Context: an optimization exercise on an open-source flow, tuned for small area and a short achievable clock period. The choices shown serve that exercise and are no tape-out recipe. In this exercise RTL edits were held to simulation tests only and were not proved equivalent to the original. No activity file was given, so power comes from the tool's default toggle rates.

## flow/run.sh

```bash
#!/bin/bash
# synth_recipe.tcl (not shown) runs the flow's synth.tcl, then flattens the netlist and writes it again
# the make line also repeats each setting of config.mk as NAME=value (left out here)
make -C /OpenROAD-flow-scripts/flow DESIGN_CONFIG=/design/flow/config.mk WORK_HOME=/design/flow/orfs CLKGATE_MAP_FILE= SYNTH_SCRIPT=/design/flow/synth_recipe.tcl finish
```

## flow/config.mk

```make
export PLATFORM = sky130hd
export DESIGN_NAME = mult_top
export DESIGN_NICKNAME = mult_top
export VERILOG_FILES = /design/flow/design.v
export SDC_FILE = /design/flow/constraint.sdc
export NUM_CORES = 4
export LEC_CHECK = 0
export CAP_MARGIN = 20
export CORE_MARGIN = 2
export CORE_UTILIZATION = 40
export SLEW_MARGIN = 20
```

## flow/constraint.sdc

```tcl
create_clock -name core_clock -period 5.0 [get_ports {clk}]
set_input_delay 1.0000 -clock core_clock [delete_from_list [all_inputs] [get_ports {clk}]]
set_output_delay 1.0000 -clock core_clock [all_outputs]
set_load 0.01 [all_outputs]
```

## flow/design.v

```verilog
module mult_top(
    input clk,
    input  [15:0] x,
    input  [15:0] y,
    output [31:0] p_out
    );
    wire [2:0] on0, tw0, ng0;
    genvar g;
    generate for (g = 0; g < 3; g = g + 1) begin : benc
        wire b2 = x[11+2*g], b1 = x[10+2*g], b0 = x[9+2*g];
        assign on0[g] = b1 ^ b0;
        assign tw0[g] = (b2 ^ b1) & ~(b1 ^ b0);
        assign ng0[g] = b2 & ~(b1 & b0);
    end endgenerate
    wire sx0 = x[9];
    wire [9:0] ax = x[9:0] ^ {10{sx0}};
    wire t3 = ax[8], t2 = ax[7], t1 = ax[6], t0 = |ax[5:0];
    wire h80 = t3, h70 = ~t3 & t2, h60 = ~t3 & ~t2 & t1, h00 = ~t3 & ~t2 & ~t1 & t0;
    wire [8:0] x20 = {ax[8] & ~h80, ax[7] & ~h70, ax[6] & ~h60, ax[5:1], ax[0] & ~h00};
    wire ps = x[9] ^ y[15];
    wire [15:0] ya = y ^ {16{y[15]}};
    wire zy = ~(ya[14] | ya[13] | ya[12]);
    wire [9:0] xs = zy ? 10'd0 : ({1'b0, x20} ^ {10{ps}});
    wire [12:0] oa0 = ya[14] ? {xs[9], xs, 2'b0} : ya[13] ? {{2{xs[9]}}, xs, 1'b0} : {{3{xs[9]}}, xs};
    reg [15:0] y1; reg [2:0] on, tw, ng; reg sx, h8, h7, h6, h0; reg [12:0] oa1;
    always @(posedge clk) begin
        y1 <= y; on <= on0; tw <= tw0; ng <= ng0;
        sx <= sx0; h8 <= h80; h7 <= h70; h6 <= h60; h0 <= h00;
        oa1 <= oa0;
    end
    wire b0_0 = ((y1[0]^ng[0])&on[0])|(ng[0]&tw[0]);
    wire b0_1 = ((y1[1]^ng[0])&on[0])|((y1[0]^ng[0])&tw[0]);
    wire b0_2 = ((y1[2]^ng[0])&on[0])|((y1[1]^ng[0])&tw[0]);
    wire b0_3 = ((y1[3]^ng[0])&on[0])|((y1[2]^ng[0])&tw[0]);
    wire b0_4 = ((y1[4]^ng[0])&on[0])|((y1[3]^ng[0])&tw[0]);
    wire b0_5 = ((y1[5]^ng[0])&on[0])|((y1[4]^ng[0])&tw[0]);
    wire b0_6 = ((y1[6]^ng[0])&on[0])|((y1[5]^ng[0])&tw[0]);
    wire b0_7 = ((y1[7]^ng[0])&on[0])|((y1[6]^ng[0])&tw[0]);
    wire b0_8 = ((y1[8]^ng[0])&on[0])|((y1[7]^ng[0])&tw[0]);
    wire b0_9 = ((y1[9]^ng[0])&on[0])|((y1[8]^ng[0])&tw[0]);
    wire b0_10 = ((y1[10]^ng[0])&on[0])|((y1[9]^ng[0])&tw[0]);
    wire b0_11 = ((y1[11]^ng[0])&on[0])|((y1[10]^ng[0])&tw[0]);
    wire b0_12 = ((y1[12]^ng[0])&on[0])|((y1[11]^ng[0])&tw[0]);
    wire b0_13 = ((y1[13]^ng[0])&on[0])|((y1[12]^ng[0])&tw[0]);
    wire b0_14 = ((y1[14]^ng[0])&on[0])|((y1[13]^ng[0])&tw[0]);
    wire b0_15 = ((y1[15]^ng[0])&on[0])|((y1[14]^ng[0])&tw[0]);
    wire b0_16 = ~((y1[15]^ng[0])&(on[0]|tw[0]));
    wire b1_0 = ((y1[0]^ng[1])&on[1])|(ng[1]&tw[1]);
    wire b1_1 = ((y1[1]^ng[1])&on[1])|((y1[0]^ng[1])&tw[1]);
    wire b1_2 = ((y1[2]^ng[1])&on[1])|((y1[1]^ng[1])&tw[1]);
    wire b1_3 = ((y1[3]^ng[1])&on[1])|((y1[2]^ng[1])&tw[1]);
    wire b1_4 = ((y1[4]^ng[1])&on[1])|((y1[3]^ng[1])&tw[1]);
    wire b1_5 = ((y1[5]^ng[1])&on[1])|((y1[4]^ng[1])&tw[1]);
    wire b1_6 = ((y1[6]^ng[1])&on[1])|((y1[5]^ng[1])&tw[1]);
    wire b1_7 = ((y1[7]^ng[1])&on[1])|((y1[6]^ng[1])&tw[1]);
    wire b1_8 = ((y1[8]^ng[1])&on[1])|((y1[7]^ng[1])&tw[1]);
    wire b1_9 = ((y1[9]^ng[1])&on[1])|((y1[8]^ng[1])&tw[1]);
    wire b1_10 = ((y1[10]^ng[1])&on[1])|((y1[9]^ng[1])&tw[1]);
    wire b1_11 = ((y1[11]^ng[1])&on[1])|((y1[10]^ng[1])&tw[1]);
    wire b1_12 = ((y1[12]^ng[1])&on[1])|((y1[11]^ng[1])&tw[1]);
    wire b1_13 = ((y1[13]^ng[1])&on[1])|((y1[12]^ng[1])&tw[1]);
    wire b1_14 = ((y1[14]^ng[1])&on[1])|((y1[13]^ng[1])&tw[1]);
    wire b1_15 = ((y1[15]^ng[1])&on[1])|((y1[14]^ng[1])&tw[1]);
    wire b1_16 = ~((y1[15]^ng[1])&(on[1]|tw[1]));
    wire b2_0 = ((y1[0]^ng[2])&on[2])|(ng[2]&tw[2]);
    wire b2_1 = ((y1[1]^ng[2])&on[2])|((y1[0]^ng[2])&tw[2]);
    wire b2_2 = ((y1[2]^ng[2])&on[2])|((y1[1]^ng[2])&tw[2]);
    wire b2_3 = ((y1[3]^ng[2])&on[2])|((y1[2]^ng[2])&tw[2]);
    wire b2_4 = ((y1[4]^ng[2])&on[2])|((y1[3]^ng[2])&tw[2]);
    wire b2_5 = ((y1[5]^ng[2])&on[2])|((y1[4]^ng[2])&tw[2]);
    wire b2_6 = ((y1[6]^ng[2])&on[2])|((y1[5]^ng[2])&tw[2]);
    wire b2_7 = ((y1[7]^ng[2])&on[2])|((y1[6]^ng[2])&tw[2]);
    wire b2_8 = ((y1[8]^ng[2])&on[2])|((y1[7]^ng[2])&tw[2]);
    wire b2_9 = ((y1[9]^ng[2])&on[2])|((y1[8]^ng[2])&tw[2]);
    wire b2_10 = ((y1[10]^ng[2])&on[2])|((y1[9]^ng[2])&tw[2]);
    wire b2_11 = ((y1[11]^ng[2])&on[2])|((y1[10]^ng[2])&tw[2]);
    wire b2_12 = ((y1[12]^ng[2])&on[2])|((y1[11]^ng[2])&tw[2]);
    wire b2_13 = ((y1[13]^ng[2])&on[2])|((y1[12]^ng[2])&tw[2]);
    wire b2_14 = ((y1[14]^ng[2])&on[2])|((y1[13]^ng[2])&tw[2]);
    wire b2_15 = ((y1[15]^ng[2])&on[2])|((y1[14]^ng[2])&tw[2]);
    wire b2_16 = ~((y1[15]^ng[2])&(on[2]|tw[2]));
    wire [15:0] ys = y1 ^ {16{sx}};
    wire [24:0] ob = ({25{h0}} & {{9{ys[15]}},ys}) | ({25{h6}} & {{3{ys[15]}},ys,6'b0}) | ({25{h7}} & {{2{ys[15]}},ys,7'b0}) | ({25{h8}} & {ys[15],ys,8'b0});
    wire ob24n = ~ob[24];
    wire oa12n = ~oa1[12];
    wire q1 = b0_2^b1_0;
    wire q2 = b0_2&b1_0;
    wire q3 = b0_3^b1_1;
    wire q4 = b0_3&b1_1;
    wire q5 = b0_4^b1_2^b2_0;
    wire q6 = (b0_4&b1_2)|(b0_4&b2_0)|(b1_2&b2_0);
    wire q7 = ng[2]^ob[14];
    wire q8 = ng[2]&ob[14];
    wire q9 = b0_5^b1_3^b2_1;
    wire q10 = (b0_5&b1_3)|(b0_5&b2_1)|(b1_3&b2_1);
    wire q11 = ob[15]^oa1[3];
    wire q12 = ob[15]&oa1[3];
    wire q13 = b0_6^b1_4^b2_2;
    wire q14 = (b0_6&b1_4)|(b0_6&b2_2)|(b1_4&b2_2);
    wire q15 = ob[16]^oa1[4];
    wire q16 = ob[16]&oa1[4];
    wire q17 = b0_7^b1_5^b2_3;
    wire q18 = (b0_7&b1_5)|(b0_7&b2_3)|(b1_5&b2_3);
    wire q19 = ob[17]^oa1[5];
    wire q20 = ob[17]&oa1[5];
    wire q21 = b0_8^b1_6^b2_4;
    wire q22 = (b0_8&b1_6)|(b0_8&b2_4)|(b1_6&b2_4);
    wire q23 = ob[18]^oa1[6];
    wire q24 = ob[18]&oa1[6];
    wire q25 = b0_9^b1_7^b2_5;
    wire q26 = (b0_9&b1_7)|(b0_9&b2_5)|(b1_7&b2_5);
    wire q27 = ob[19]^oa1[7];
    wire q28 = ob[19]&oa1[7];
    wire q29 = b0_10^b1_8^b2_6;
    wire q30 = (b0_10&b1_8)|(b0_10&b2_6)|(b1_8&b2_6);
    wire q31 = ob[20]^oa1[8];
    wire q32 = ob[20]&oa1[8];
    wire q33 = b0_11^b1_9^b2_7;
    wire q34 = (b0_11&b1_9)|(b0_11&b2_7)|(b1_9&b2_7);
    wire q35 = ob[21]^oa1[9];
    wire q36 = ob[21]&oa1[9];
    wire q37 = b0_12^b1_10^b2_8;
    wire q38 = (b0_12&b1_10)|(b0_12&b2_8)|(b1_10&b2_8);
    wire q39 = ob[22]^oa1[10];
    wire q40 = ob[22]&oa1[10];
    wire q41 = b0_13^b1_11^b2_9;
    wire q42 = (b0_13&b1_11)|(b0_13&b2_9)|(b1_11&b2_9);
    wire q43 = ob[23]^oa1[11];
    wire q44 = ob[23]&oa1[11];
    wire q45 = b0_14^b1_12^b2_10;
    wire q46 = (b0_14&b1_12)|(b0_14&b2_10)|(b1_12&b2_10);
    wire q47 = ob24n^oa12n;
    wire q48 = ob24n&oa12n;
    wire q49 = b0_15^b1_13^b2_11;
    wire q50 = (b0_15&b1_13)|(b0_15&b2_11)|(b1_13&b2_11);
    wire q51 = q1^ng[1];
    wire q52 = q1&ng[1];
    wire q53 = q3^ob[13]^oa1[1];
    wire q54 = (q3&ob[13])|(q3&oa1[1])|(ob[13]&oa1[1]);
    wire q55 = q5^q7^oa1[2];
    wire q56 = (q5&q7)|(q5&oa1[2])|(q7&oa1[2]);
    wire q57 = q9^q11^q6;
    wire q58 = (q9&q11)|(q9&q6)|(q11&q6);
    wire q59 = q13^q15^q10;
    wire q60 = (q13&q15)|(q13&q10)|(q15&q10);
    wire q61 = q17^q19^q14;
    wire q62 = (q17&q19)|(q17&q14)|(q19&q14);
    wire q63 = q21^q23^q18;
    wire q64 = (q21&q23)|(q21&q18)|(q23&q18);
    wire q65 = q25^q27^q22;
    wire q66 = (q25&q27)|(q25&q22)|(q27&q22);
    wire q67 = q29^q31^q26;
    wire q68 = (q29&q31)|(q29&q26)|(q31&q26);
    wire q69 = q33^q35^q30;
    wire q70 = (q33&q35)|(q33&q30)|(q35&q30);
    wire q71 = q37^q39^q34;
    wire q72 = (q37&q39)|(q37&q34)|(q39&q34);
    wire q73 = q41^q43^q38;
    wire q74 = (q41&q43)|(q41&q38)|(q43&q38);
    wire q75 = q45^q47^q42;
    wire q76 = (q45&q47)|(q45&q42)|(q47&q42);
    wire q77 = q49^1'b1^q46;
    wire q78 = (q49&1'b1)|(q49&q46)|(1'b1&q46);
    wire q79 = b0_16^b1_14^b2_12;
    wire q80 = (b0_16&b1_14)|(b0_16&b2_12)|(b1_14&b2_12);
    wire q81 = b1_15^b2_13;
    wire q82 = b1_15&b2_13;
    wire q83 = b0_0^ng[0];
    wire q84 = b0_0&ng[0];
    wire q85 = b0_1^ob[11];
    wire q86 = b0_1&ob[11];
    wire q87 = q51^ob[12]^oa1[0];
    wire q88 = (q51&ob[12])|(q51&oa1[0])|(ob[12]&oa1[0]);
    wire q89 = q53^q2^q52;
    wire q90 = (q53&q2)|(q53&q52)|(q2&q52);
    wire q91 = q55^q4^q54;
    wire q92 = (q55&q4)|(q55&q54)|(q4&q54);
    wire q93 = q57^q8^q56;
    wire q94 = (q57&q8)|(q57&q56)|(q8&q56);
    wire q95 = q59^q12^q58;
    wire q96 = (q59&q12)|(q59&q58)|(q12&q58);
    wire q97 = q61^q16^q60;
    wire q98 = (q61&q16)|(q61&q60)|(q16&q60);
    wire q99 = q63^q20^q62;
    wire q100 = (q63&q20)|(q63&q62)|(q20&q62);
    wire q101 = q65^q24^q64;
    wire q102 = (q65&q24)|(q65&q64)|(q24&q64);
    wire q103 = q67^q28^q66;
    wire q104 = (q67&q28)|(q67&q66)|(q28&q66);
    wire q105 = q69^q32^q68;
    wire q106 = (q69&q32)|(q69&q68)|(q32&q68);
    wire q107 = q71^q36^q70;
    wire q108 = (q71&q36)|(q71&q70)|(q36&q70);
    wire q109 = q73^q40^q72;
    wire q110 = (q73&q40)|(q73&q72)|(q40&q72);
    wire q111 = q75^q44^q74;
    wire q112 = (q75&q44)|(q75&q74)|(q44&q74);
    wire q113 = q77^q48^q76;
    wire q114 = (q77&q48)|(q77&q76)|(q48&q76);
    wire q115 = q79^q50^q78;
    wire q116 = (q79&q50)|(q79&q78)|(q50&q78);
    wire q117 = q81^1'b1^q80;
    wire q118 = (q81&1'b1)|(q81&q80)|(1'b1&q80);
    wire q119 = b1_16^b2_14^q82;
    wire q120 = (b1_16&b2_14)|(b1_16&q82)|(b2_14&q82);
    wire q121 = b2_15^1'b1;
    wire q122 = b2_15&1'b1;
    wire [31:0] ra = {1'b1,b2_16,q121,q119,q117,q115,q113,q111,q109,q107,q105,q103,q101,q99,q97,q95,q93,q91,q89,q87,q85,q83,ob[9],ob[8],ob[7],ob[6],ob[5],ob[4],ob[3],ob[2],ob[1],ob[0]};
    wire [31:0] rb = {1'b0,q122,q120,q118,q116,q114,q112,q110,q108,q106,q104,q102,q100,q98,q96,q94,q92,q90,q88,q86,q84,ob[10],1'b0,1'b0,1'b0,1'b0,1'b0,1'b0,1'b0,1'b0,1'b0,1'b0};
    wire [12:0] lo = ra[11:0] + rb[11:0];
    wire [19:0] hi = ra[31:12] + rb[31:12];
    reg [11:0] r2lo; reg [19:0] r2hi; reg r2c;
    always @(posedge clk) begin r2lo <= lo[11:0]; r2hi <= hi; r2c <= lo[12]; end
    assign p_out = {r2hi + {19'b0, r2c}, r2lo};
endmodule
```

==> run notes <==
==> Yosys cell counts, types with 10 or more instances <==
cell type / count
nor2_1: 24
nand3_1: 26
clkbuf_1: 33
xnor2_1: 32
nand2b_1: 11
a21oi_1: 28
inv_1: 73
ha_1: 45
a22oi_1: 45
buf_2: 10
dfxtp_1: 74
xor2_1: 75
fa_1: 41
o21ai_0: 22
a22o_1: 19
nand2_1: 43
==> worst paths after layout <==
kind,startpoint,endpoint,slack [ps]
hold / removal,h0,r2lo[2],710
setup reg to reg,sx,r2hi[19],540
setup / recovery,sx,r2hi[19],540
hold reg to reg,h0,r2lo[2],710
==> registers in the layout, summed over array words and instances, names as in the netlist, 3 cells and up <==
register  count
tw            3
ng            3
oa1          11
on            3
r2lo         12
y1           16
r2hi         20
==> stage by stage <==
| step | setup slack [ps] | cell area (um2) | hold slack (ps) | power (mW) |
|---|---|---|---|---|
| finish | 543 | 7470 | 713 | 4.74 |
| global route | 250 | 7470 | 734 | 5.22 |
| CTS | 606 | 7470 | 703 | 4.76 |
| detailed placement | 628 | 7160 | 697 | 4.08 |
| global placement | 732 | 7160 | 717 | 4.04 |
| floorplan | 885 | 6420 | 560 | 3.34 |
==> critical path: stages (launching register included) <==
cell	delay, ps
dfxtp_1	650
buf_4	300
xor2_1	130
a221oi_1	540
fa_1	540
fa_1	590
inv_1	50
ha_1	270
a21oi_1	240
o211ai_2	180
a311oi_4	460
o21ai_2	150
a221oi_2	250
==> cell type report <==
| class | instances | area share |
|---|---|---|
| Inverter | 73 | 0.0367 |
| Clock inverter | 7 | 0.0109 |
| Sequential cell | 74 | 0.198 |
| Multi-Input combinational cell | 529 | 0.597 |
| Clock buffer | 9 | 0.0302 |
| Tap cell | 216 | 0.0362 |
| Timing Repair Buffer | 69 | 0.0908 |
==> kinds of logic after synthesis <==
logic type                 after synthesis  synth area share
AOI/OAI and AO/OA                      183             0.210
and+or+nand+nor                        148             0.115
buffers and inverters                  123            0.0752
xor gates and xnor gates               107             0.146
adders and majority gates               88             0.219
DFF                                     74             0.231
muxes                                    3           0.00507
==> power by group <==
group	switching, mW	internal [mW]
registers	0.136	0.761
logic	1.77	1.42
clock network	0.260	0.394
total	2.17	2.57
==> metal layers <==
metal / up-vias / wire [um]
li1: 2578 / -
met1: 2477 / 6800
met2: 214 / 7010
met3: 42 / 701
met4: 0 / 449
met5: - / 0
==> flow_summary.toml <==
[clock_tree]
path_clk_slew_ps = 60
cts_tree = "done"
max-clock-path-buffers = 2
root_buffer = "clkbuf_16"
cts_max_level = 3
cts-hold-fix-buffers = 0
numCtsBuffers = 9
postCtsSetupRepairBufs = 0
cts_sinks = 74
clock_latency_ps = 350
postCtsResizedCells = 0

[synthesis]
yosysTopAreaCellShare = 0.231
synth-seq-cells = 74
synth_nets = 845
synth.area.top_cells = "dfxtp_1 23%, fa_1 13%, xor2_1 10%, ha_1 8.8%, a22oi_1 5.3%"
synthCells = 726
synth_edf_count = 0
ys_seq_area_frac = 0.231
synth_area_leader_cell = "dfxtp_1"
netlist_area_um2 = 6420
synth_warnings = 1
ys.flop_type = "dfxtp_1"
synthArstFlopShare = 0
synth_cell_types = 63
avgSynthCellArea_um2 = 8.85

[global_route]
grt-ovfl-total = 0
grtUsageMet3 = 0.0228
antenna_found_initial = 0
grtUsageTotal = 0.184
grt-busiest-layer = "met2"
grt_max_degree = 29
gr-usage-met2 = 0.303
grt_use_met1 = 0.242
grt_pass1_wl_mm = 24.8
grt_pass1_vias = 4984

[die]
core_area_um2 = 15800
die_w_um = 131
floorplan.io_pins = 65
start_util = 0.407
rows = 46
die_y_um = 131
die_area_um2 = 17100

[drt]
wire_per_inst_um = 15.3
vias = 5311
drtIter0Drc = 501
drt_wl_total_mm = 15.0
drc_errors = 0
drtPass1Iterations = 6
via_per_inst = 5.44
ant_nets = 0

[cells_and_area]
final_layout_size_suffix_gt1_frac = 0.0499
area_delta_synth_final_pct = 16.3
fin_cells = 977
nNetsFinal = 875
multi_input_comb_area_um2 = 4460
final_cell_mix = "75 x xor2_1, 74 x dfxtp_1, 73 x inv_1"
final_common_cell = "xor2_1"
utilization = 0.474
diodes = 0
regArea_um2 = 1480
n_fill_cell = 1548

[timing]
finClkSkew_ps = 9.28
rsz0062_at_grt = "no"
setup_viol = 0
hold_violations = 0
final_max_slew_viol_count = 0
worst_pin_slew_ps = 972
finalCritPeriodShare = 0.891
fmax_mhz = 224
final.min_clock_period_ps = 4460
slew_headroom = 0.350
fin_setup_tns_ps = 0

[setup_path]
worst_setup_path_start_kind = "flip-flop"
worstSetupPathType = "flip-flop to flip-flop"
critPathCaptureType = "flip-flop"
reg2regPathDepth = 12
critPathMaxFanout = 12
required_ps = 5250
crit_arrival_ps = 4710

[run_status]
status = "no timing/DRC/antenna violations"

[power_and_ir_drop]
p_leak_nw = 3.21
powerDensity_nw_per_um2 = 634
peakVddDrop_v = 0.000265

[place]
numPortBuffers = 64
hpwlAfterDp_mm = 12.1
dp.cells = 961
routabilityCongestion = 0.903

[hold_path]
min_delay_path_depth = 2
hold_path.class = "flip-flop to flip-flop"

[flow_run]
maxCapViolations = 0

## re-timing with driven ports
No port has a modelled driver above. Below, the same layout with a new extraction and two added sets of constraints.
Step 1, drivers: a clkbuf_16 drives clk and a buf_2 each remaining input, both assumed.
Step 2, shift: input delay + t, output delay - t, t = (earliest + latest rising clock arrival at the registers) / 2. This alone moves slack from input paths to output paths.
Slacks: ideal / step 1 / step 2; pairs: ideal / step 1.
t, ns: 0.378
setup WS [ns]: 0.543 / 0.543 / 0.543
worst setup path after step 2: register to register
pins driven straight from the clock port: 1
After both steps setup and hold are still met in this run. For this run, drivers alone change the setup slack by 0.000 ns; drivers and shift together by 0.000 ns.
